From an optimization exercise on the open Yosys and OpenROAD flow, aimed at small area; shortcuts taken in it are not production practice. Function was checked by simulation only, so behaviour that the tests miss may differ from the original.

==> wip/delta <==
## z
module z(
    input [31:0] x1, x2, x3,
    input [31:0] w1, w2, w3,
    input clk,
    output[31:0] out
);
==> module inc23, before the edit <==
module inc23(input [22:0] f, input inc, output [22:0] r);
  wire i_1 = f[1] & f[0];
  wire i_2 = f[3] & f[2];
  wire i_3 = f[5] & f[4];
  wire i_4 = f[7] & f[6];
  wire i_5 = f[9] & f[8];
  wire i_6 = f[11] & f[10];
  wire i_7 = f[13] & f[12];
  wire i_8 = f[15] & f[14];
  wire i_9 = f[17] & f[16];
  wire i_10 = f[19] & f[18];
  wire i_11 = f[21] & f[20];
  wire i_12 = f[2] & i_1;
  wire i_13 = i_2 & i_1;
  wire i_14 = f[6] & i_3;
  wire i_15 = i_4 & i_3;
  wire i_16 = f[10] & i_5;
  wire i_17 = i_6 & i_5;
  wire i_18 = f[14] & i_7;
  wire i_19 = i_8 & i_7;
  wire i_20 = f[18] & i_9;
  wire i_21 = i_10 & i_9;
  wire i_22 = f[4] & i_13;
  wire i_23 = i_3 & i_13;
  wire i_24 = i_14 & i_13;
  wire i_25 = i_15 & i_13;
  wire i_26 = f[12] & i_17;
  wire i_27 = i_7 & i_17;
  wire i_28 = i_18 & i_17;
  wire i_29 = i_19 & i_17;
  wire i_30 = f[20] & i_21;
  wire i_31 = i_11 & i_21;
  wire i_32 = f[8] & i_25;
  wire i_33 = i_5 & i_25;
  wire i_34 = i_16 & i_25;
  wire i_35 = i_17 & i_25;
  wire i_36 = i_26 & i_25;
  wire i_37 = i_27 & i_25;
  wire i_38 = i_28 & i_25;
  wire i_39 = i_29 & i_25;
  wire i_40 = f[16] & i_39;
  wire i_41 = i_9 & i_39;
  wire i_42 = i_20 & i_39;
  wire i_43 = i_21 & i_39;
  wire i_44 = i_30 & i_39;
  wire i_45 = i_31 & i_39;
  assign r[0] = f[0] ^ inc;
  assign r[1] = f[1] ^ (inc & f[0]);
  assign r[2] = f[2] ^ (inc & i_1);
  assign r[3] = f[3] ^ (inc & i_12);
  assign r[4] = f[4] ^ (inc & i_13);
  assign r[5] = f[5] ^ (inc & i_22);
  assign r[6] = f[6] ^ (inc & i_23);
  assign r[7] = f[7] ^ (inc & i_24);
  assign r[8] = f[8] ^ (inc & i_25);
  assign r[9] = f[9] ^ (inc & i_32);
  assign r[10] = f[10] ^ (inc & i_33);
  assign r[11] = f[11] ^ (inc & i_34);
  assign r[12] = f[12] ^ (inc & i_35);
  assign r[13] = f[13] ^ (inc & i_36);
  assign r[14] = f[14] ^ (inc & i_37);
  assign r[15] = f[15] ^ (inc & i_38);
  assign r[16] = f[16] ^ (inc & i_39);
  assign r[17] = f[17] ^ (inc & i_40);
  assign r[18] = f[18] ^ (inc & i_41);
  assign r[19] = f[19] ^ (inc & i_42);
  assign r[20] = f[20] ^ (inc & i_43);
  assign r[21] = f[21] ^ (inc & i_44);
  assign r[22] = f[22] ^ (inc & i_45);
endmodule
==> module Fmultiplier, before the edit <==
module Fmultiplier(
    input  [31:0] A,
    input  [31:0] B,
    output [31:0] result
);
    wire [7:0]  eA = A[30:23];
    wire [7:0]  eB = B[30:23];
    wire [23:0] ta = {|eA, A[22:0]};
    wire [23:0] tb = {|eB, B[22:0]};
    wire [25:0] P;
    wire        sticky_lo;
    mul24_pieces u_pp(.ta(ta), .tb(tb), .P(P), .sticky_lo(sticky_lo));
    wire        n     = P[25];                        
    wire [22:0] frac  = n ? P[24:2] : P[23:1];
    wire        guard = n ? P[1] : P[0];
    wire        st    = n ? (P[0] | sticky_lo) : sticky_lo;
    wire        inc   = guard & st;
    wire [22:0] rfrac;
    inc23 u_inc(.f(frac), .inc(inc), .r(rfrac));
    genvar i;
    wire [7:0] e0;
    wire [8:0] ec;
    assign ec[0] = 1'b1;
    generate for (i = 0; i < 8; i = i + 1) begin : g_exp
        assign e0[i]   = eA[i] ^ eB[i] ^ ec[i];
        assign ec[i+1] = (eA[i] & eB[i]) | (eA[i] & ec[i]) | (eB[i] & ec[i]);
    end endgenerate
    wire [7:0] ic;
    assign ic[0] = n;
    generate for (i = 1; i < 8; i = i + 1) begin : g_einc
        assign ic[i] = ic[i-1] & e0[i-1];
    end endgenerate
    wire [7:0] rexp = (e0 ^ ic) ^ 8'h80;
    wire sgn   = A[31] ^ B[31];
    wire zero  = ~(|A[30:0]) | ~(|B[30:0]);
    wire nan   = ((eA == 8'd1) & (|A[22:0])) | ((eB == 8'd1) & (|B[22:0]));
    assign result = zero ? {sgn, 31'b0} : nan ? 32'h00000001 : {sgn, rexp, rfrac};
endmodule
export LEC_CHECK = 0
export CAP_MARGIN = 20
export CORE_MARGIN = 2
export CORE_UTILIZATION = 60
export SLEW_MARGIN = 20
export SYNTH_HIERARCHICAL = 1
create_clock -name core_clock -period 12.0 [get_ports {clk}]
standard.sh (not shown) runs the stock make flow with config.mk's settings and CLKGATE_MAP_FILE= SYNTH_SCRIPT=/design/flow/synth_recipe.tcl, a recipe that flattens the netlist after the stock synthesis.
==> flow/flow/run.sh <==
#!/bin/bash
# The standard layout, with the smallest buffer on the input and output ports.
set -euo pipefail
export BUFFER_PORTS_ARGS="-buffer_cell sky130_fd_sc_hd__buf_1"
bash standard.sh > standard_flow.log 2>&1
==> wip/pepper (differences from wip/delta) <==
--- a/flow/design.v
+++ b/flow/design.v
@@ -1254,7 +1254,8 @@
   assign P = {m_949, m_948, m_947, m_946, m_945, m_944, m_943, m_942, m_941, m_940, m_939, m_938, m_937, m_936, m_935, m_934, m_933, m_932, m_931, m_930, m_929, m_928, m_927, m_926, m_925, m_924};
   assign sticky_lo = m_793;
 endmodule
-module inc23(input [22:0] f, input inc, output [22:0] r);
+module inc23(input [22:0] f, input inc, input z, input nan, output [22:0] r);
+  wire en = ~z & ~nan;
   wire i_1 = f[1] & f[0];
   wire i_2 = f[3] & f[2];
   wire i_3 = f[5] & f[4];
@@ -1300,29 +1301,29 @@
   wire i_43 = i_21 & i_39;
   wire i_44 = i_30 & i_39;
   wire i_45 = i_31 & i_39;
-  assign r[0] = f[0] ^ inc;
-  assign r[1] = f[1] ^ (inc & f[0]);
-  assign r[2] = f[2] ^ (inc & i_1);
-  assign r[3] = f[3] ^ (inc & i_12);
-  assign r[4] = f[4] ^ (inc & i_13);
-  assign r[5] = f[5] ^ (inc & i_22);
-  assign r[6] = f[6] ^ (inc & i_23);
-  assign r[7] = f[7] ^ (inc & i_24);
-  assign r[8] = f[8] ^ (inc & i_25);
-  assign r[9] = f[9] ^ (inc & i_32);
-  assign r[10] = f[10] ^ (inc & i_33);
-  assign r[11] = f[11] ^ (inc & i_34);
-  assign r[12] = f[12] ^ (inc & i_35);
-  assign r[13] = f[13] ^ (inc & i_36);
-  assign r[14] = f[14] ^ (inc & i_37);
-  assign r[15] = f[15] ^ (inc & i_38);
-  assign r[16] = f[16] ^ (inc & i_39);
-  assign r[17] = f[17] ^ (inc & i_40);
-  assign r[18] = f[18] ^ (inc & i_41);
-  assign r[19] = f[19] ^ (inc & i_42);
-  assign r[20] = f[20] ^ (inc & i_43);
-  assign r[21] = f[21] ^ (inc & i_44);
-  assign r[22] = f[22] ^ (inc & i_45);
+  assign r[0] = ~z & (nan | (f[0] ^ inc));
+  assign r[1] = en & (f[1] ^ (inc & f[0]));
+  assign r[2] = en & (f[2] ^ (inc & i_1));
+  assign r[3] = en & (f[3] ^ (inc & i_12));
+  assign r[4] = en & (f[4] ^ (inc & i_13));
+  assign r[5] = en & (f[5] ^ (inc & i_22));
+  assign r[6] = en & (f[6] ^ (inc & i_23));
+  assign r[7] = en & (f[7] ^ (inc & i_24));
+  assign r[8] = en & (f[8] ^ (inc & i_25));
+  assign r[9] = en & (f[9] ^ (inc & i_32));
+  assign r[10] = en & (f[10] ^ (inc & i_33));
+  assign r[11] = en & (f[11] ^ (inc & i_34));
+  assign r[12] = en & (f[12] ^ (inc & i_35));
+  assign r[13] = en & (f[13] ^ (inc & i_36));
+  assign r[14] = en & (f[14] ^ (inc & i_37));
+  assign r[15] = en & (f[15] ^ (inc & i_38));
+  assign r[16] = en & (f[16] ^ (inc & i_39));
+  assign r[17] = en & (f[17] ^ (inc & i_40));
+  assign r[18] = en & (f[18] ^ (inc & i_41));
+  assign r[19] = en & (f[19] ^ (inc & i_42));
+  assign r[20] = en & (f[20] ^ (inc & i_43));
+  assign r[21] = en & (f[21] ^ (inc & i_44));
+  assign r[22] = en & (f[22] ^ (inc & i_45));
 endmodule
 module Fmultiplier(
     input  [31:0] A,
@@ -1333,6 +1334,8 @@
     wire [7:0]  eB = B[30:23];
     wire [23:0] ta = {|eA, A[22:0]};
     wire [23:0] tb = {|eB, B[22:0]};
+    wire zero  = ~(|A[30:0]) | ~(|B[30:0]);
+    wire nan   = ((eA == 8'd1) & (|A[22:0])) | ((eB == 8'd1) & (|B[22:0]));
     wire [25:0] P;
     wire        sticky_lo;
     mul24_pieces u_pp(.ta(ta), .tb(tb), .P(P), .sticky_lo(sticky_lo));
@@ -1342,7 +1345,7 @@
     wire        st    = n ? (P[0] | sticky_lo) : sticky_lo;
     wire        inc   = guard & st;
     wire [22:0] rfrac;
-    inc23 u_inc(.f(frac), .inc(inc), .r(rfrac));
+    inc23 u_inc(.f(frac), .inc(inc), .z(zero), .nan(nan), .r(rfrac));
     genvar i;
     wire [7:0] e0;
     wire [8:0] ec;
@@ -1358,9 +1361,7 @@
     end endgenerate
     wire [7:0] rexp = (e0 ^ ic) ^ 8'h80;
     wire sgn   = A[31] ^ B[31];
-    wire zero  = ~(|A[30:0]) | ~(|B[30:0]);
-    wire nan   = ((eA == 8'd1) & (|A[22:0])) | ((eB == 8'd1) & (|B[22:0]));
-    assign result = zero ? {sgn, 31'b0} : nan ? 32'h00000001 : {sgn, rexp, rfrac};
+    assign result = {sgn & ~(nan & ~zero), (zero | nan) ? 8'b0 : rexp, rfrac};
 endmodule
 module fa(input a, input b, input c, output s, output co);
     assign s  = a ^ b ^ c;
==> flow/flow/run.sh (replaced) <==
#!/bin/bash
# The standard layout, with the smallest buffer on the input and output ports and
# non-critical gates downsized after global routing (repair_timing -recover_power).
set -euo pipefail
export BUFFER_PORTS_ARGS="-buffer_cell sky130_fd_sc_hd__buf_1"
export RECOVER_POWER=100
bash standard.sh > standard_flow.log 2>&1
Settings changed: CTS_BUF_LIST set to sky130_fd_sc_hd__clkbuf_4, CTS_CLUSTER_DIAMETER set to 40, CTS_CLUSTER_SIZE set to 8.
==> wip/lagoon (differences from wip/delta) <==
--- a/flow/design.v
+++ b/flow/design.v
@@ -1254,7 +1254,8 @@
   assign P = {m_949, m_948, m_947, m_946, m_945, m_944, m_943, m_942, m_941, m_940, m_939, m_938, m_937, m_936, m_935, m_934, m_933, m_932, m_931, m_930, m_929, m_928, m_927, m_926, m_925, m_924};
   assign sticky_lo = m_793;
 endmodule
-module inc23(input [22:0] f, input inc, output [22:0] r);
+module inc23(input [22:0] f, input inc, input z, input nan, output [22:0] r);
+  wire en = ~z & ~nan;
   wire i_1 = f[1] & f[0];
   wire i_2 = f[3] & f[2];
   wire i_3 = f[5] & f[4];
@@ -1300,29 +1301,29 @@
   wire i_43 = i_21 & i_39;
   wire i_44 = i_30 & i_39;
   wire i_45 = i_31 & i_39;
-  assign r[0] = f[0] ^ inc;
-  assign r[1] = f[1] ^ (inc & f[0]);
-  assign r[2] = f[2] ^ (inc & i_1);
-  assign r[3] = f[3] ^ (inc & i_12);
-  assign r[4] = f[4] ^ (inc & i_13);
-  assign r[5] = f[5] ^ (inc & i_22);
-  assign r[6] = f[6] ^ (inc & i_23);
-  assign r[7] = f[7] ^ (inc & i_24);
-  assign r[8] = f[8] ^ (inc & i_25);
-  assign r[9] = f[9] ^ (inc & i_32);
-  assign r[10] = f[10] ^ (inc & i_33);
-  assign r[11] = f[11] ^ (inc & i_34);
-  assign r[12] = f[12] ^ (inc & i_35);
-  assign r[13] = f[13] ^ (inc & i_36);
-  assign r[14] = f[14] ^ (inc & i_37);
-  assign r[15] = f[15] ^ (inc & i_38);
-  assign r[16] = f[16] ^ (inc & i_39);
-  assign r[17] = f[17] ^ (inc & i_40);
-  assign r[18] = f[18] ^ (inc & i_41);
-  assign r[19] = f[19] ^ (inc & i_42);
-  assign r[20] = f[20] ^ (inc & i_43);
-  assign r[21] = f[21] ^ (inc & i_44);
-  assign r[22] = f[22] ^ (inc & i_45);
+  assign r[0] = ~z & (nan | (f[0] ^ inc));
+  assign r[1] = en & (f[1] ^ (inc & f[0]));
+  assign r[2] = en & (f[2] ^ (inc & i_1));
+  assign r[3] = en & (f[3] ^ (inc & i_12));
+  assign r[4] = en & (f[4] ^ (inc & i_13));
+  assign r[5] = en & (f[5] ^ (inc & i_22));
+  assign r[6] = en & (f[6] ^ (inc & i_23));
+  assign r[7] = en & (f[7] ^ (inc & i_24));
+  assign r[8] = en & (f[8] ^ (inc & i_25));
+  assign r[9] = en & (f[9] ^ (inc & i_32));
+  assign r[10] = en & (f[10] ^ (inc & i_33));
+  assign r[11] = en & (f[11] ^ (inc & i_34));
+  assign r[12] = en & (f[12] ^ (inc & i_35));
+  assign r[13] = en & (f[13] ^ (inc & i_36));
+  assign r[14] = en & (f[14] ^ (inc & i_37));
+  assign r[15] = en & (f[15] ^ (inc & i_38));
+  assign r[16] = en & (f[16] ^ (inc & i_39));
+  assign r[17] = en & (f[17] ^ (inc & i_40));
+  assign r[18] = en & (f[18] ^ (inc & i_41));
+  assign r[19] = en & (f[19] ^ (inc & i_42));
+  assign r[20] = en & (f[20] ^ (inc & i_43));
+  assign r[21] = en & (f[21] ^ (inc & i_44));
+  assign r[22] = en & (f[22] ^ (inc & i_45));
 endmodule
 module Fmultiplier(
     input  [31:0] A,
@@ -1333,6 +1334,8 @@
     wire [7:0]  eB = B[30:23];
     wire [23:0] ta = {|eA, A[22:0]};
     wire [23:0] tb = {|eB, B[22:0]};
+    wire zero  = ~(|A[30:0]) | ~(|B[30:0]);
+    wire nan   = ((eA == 8'd1) & (|A[22:0])) | ((eB == 8'd1) & (|B[22:0]));
     wire [25:0] P;
     wire        sticky_lo;
     mul24_pieces u_pp(.ta(ta), .tb(tb), .P(P), .sticky_lo(sticky_lo));
@@ -1342,7 +1345,7 @@
     wire        st    = n ? (P[0] | sticky_lo) : sticky_lo;
     wire        inc   = guard & st;
     wire [22:0] rfrac;
-    inc23 u_inc(.f(frac), .inc(inc), .r(rfrac));
+    inc23 u_inc(.f(frac), .inc(inc), .z(zero), .nan(nan), .r(rfrac));
     genvar i;
     wire [7:0] e0;
     wire [8:0] ec;
@@ -1358,9 +1361,7 @@
     end endgenerate
     wire [7:0] rexp = (e0 ^ ic) ^ 8'h80;
     wire sgn   = A[31] ^ B[31];
-    wire zero  = ~(|A[30:0]) | ~(|B[30:0]);
-    wire nan   = ((eA == 8'd1) & (|A[22:0])) | ((eB == 8'd1) & (|B[22:0]));
-    assign result = zero ? {sgn, 31'b0} : nan ? 32'h00000001 : {sgn, rexp, rfrac};
+    assign result = {sgn & ~(nan & ~zero), (zero | nan) ? 8'b0 : rexp, rfrac};
 endmodule
 module fa(input a, input b, input c, output s, output co);
     assign s  = a ^ b ^ c;
Settings changed: CAP_MARGIN 20 to 0, CTS_BUF_LIST set to sky130_fd_sc_hd__clkbuf_4, CTS_CLUSTER_DIAMETER set to 40, CTS_CLUSTER_SIZE set to 8, SLEW_MARGIN 20 to 0.
==> comparison table <==
|  | wip/pepper | wip/delta | wip/lagoon |
|---|---|---|---|
| Final cell count without fillers | 7878 | 7823 | 7878 |
| Worst Hold Launch | p3_q[9]$_DFF_P_ | s_q[2]$_DFF_P_ | p3_q[9]$_DFF_P_ |
| Count of multi-input gates | 5337 | 5295 | 5337 |
| Crit path required time | 12.62 ns | 12.44 ns | 12.58 ns |
| WL per Instance | 25.7 um | 25.9 um | 25.7 um |
| Path length in cells of the critical path | 28 | 41 | 43 |
| Critical Path Sink | p1_q[15]$_DFF_P_ | s12_q[30]$_DFF_P_ | s_q[30]$_DFF_P_ |
| Run status | failed layout checks | finished clean | finished clean |
| Reasons for failing layout checks | capacitance limit, slew limit | - | - |
| Synth Area in Adders | 0.384 | 0.382 | 0.384 |
| Max-cap check violation count | 7 | 0 | 0 |
| Number of antenna violations at the first check in global routing | 5 | 4 | 5 |
| Detailed Route WL | 202000 um | 203000 um | 202000 um |

## afterwards: timing with drivers on the ports
The results above use ideal ports. As a check the final layouts listed here were re-extracted and re-timed, cells and wires unchanged. Step 1: set_driving_cell puts a clkbuf_16 on clk and a buf_2 on each other input, an assumption about the parent block. Step 2 moves the port delays by t, midway between the first and last clock arrival at a register: inputs arrive t later, outputs are due t later. That takes back most of the time a late clock gives input paths. a / b / c = no drivers / after step 1 / after step 2; a / b = the first two.
run | t, ns | setup slack, ns | hold slack, ns
wip/delta | 0.609 | 0.711 / 0.711 / 0.671 | 0.324 / 0.324 / 0.324
wip/pepper | 0.752 | 0.491 / 0.502 / -0.250 | 0.294 / 0.294 / 0.294
wip/lagoon | 0.768 | 0.756 / 0.756 / 0.496 | 0.296 / 0.296 / 0.296
For wip/pepper, which loses most, drivers alone change the setup slack by +0.011 ns; drivers and shift together by -0.741 ns.
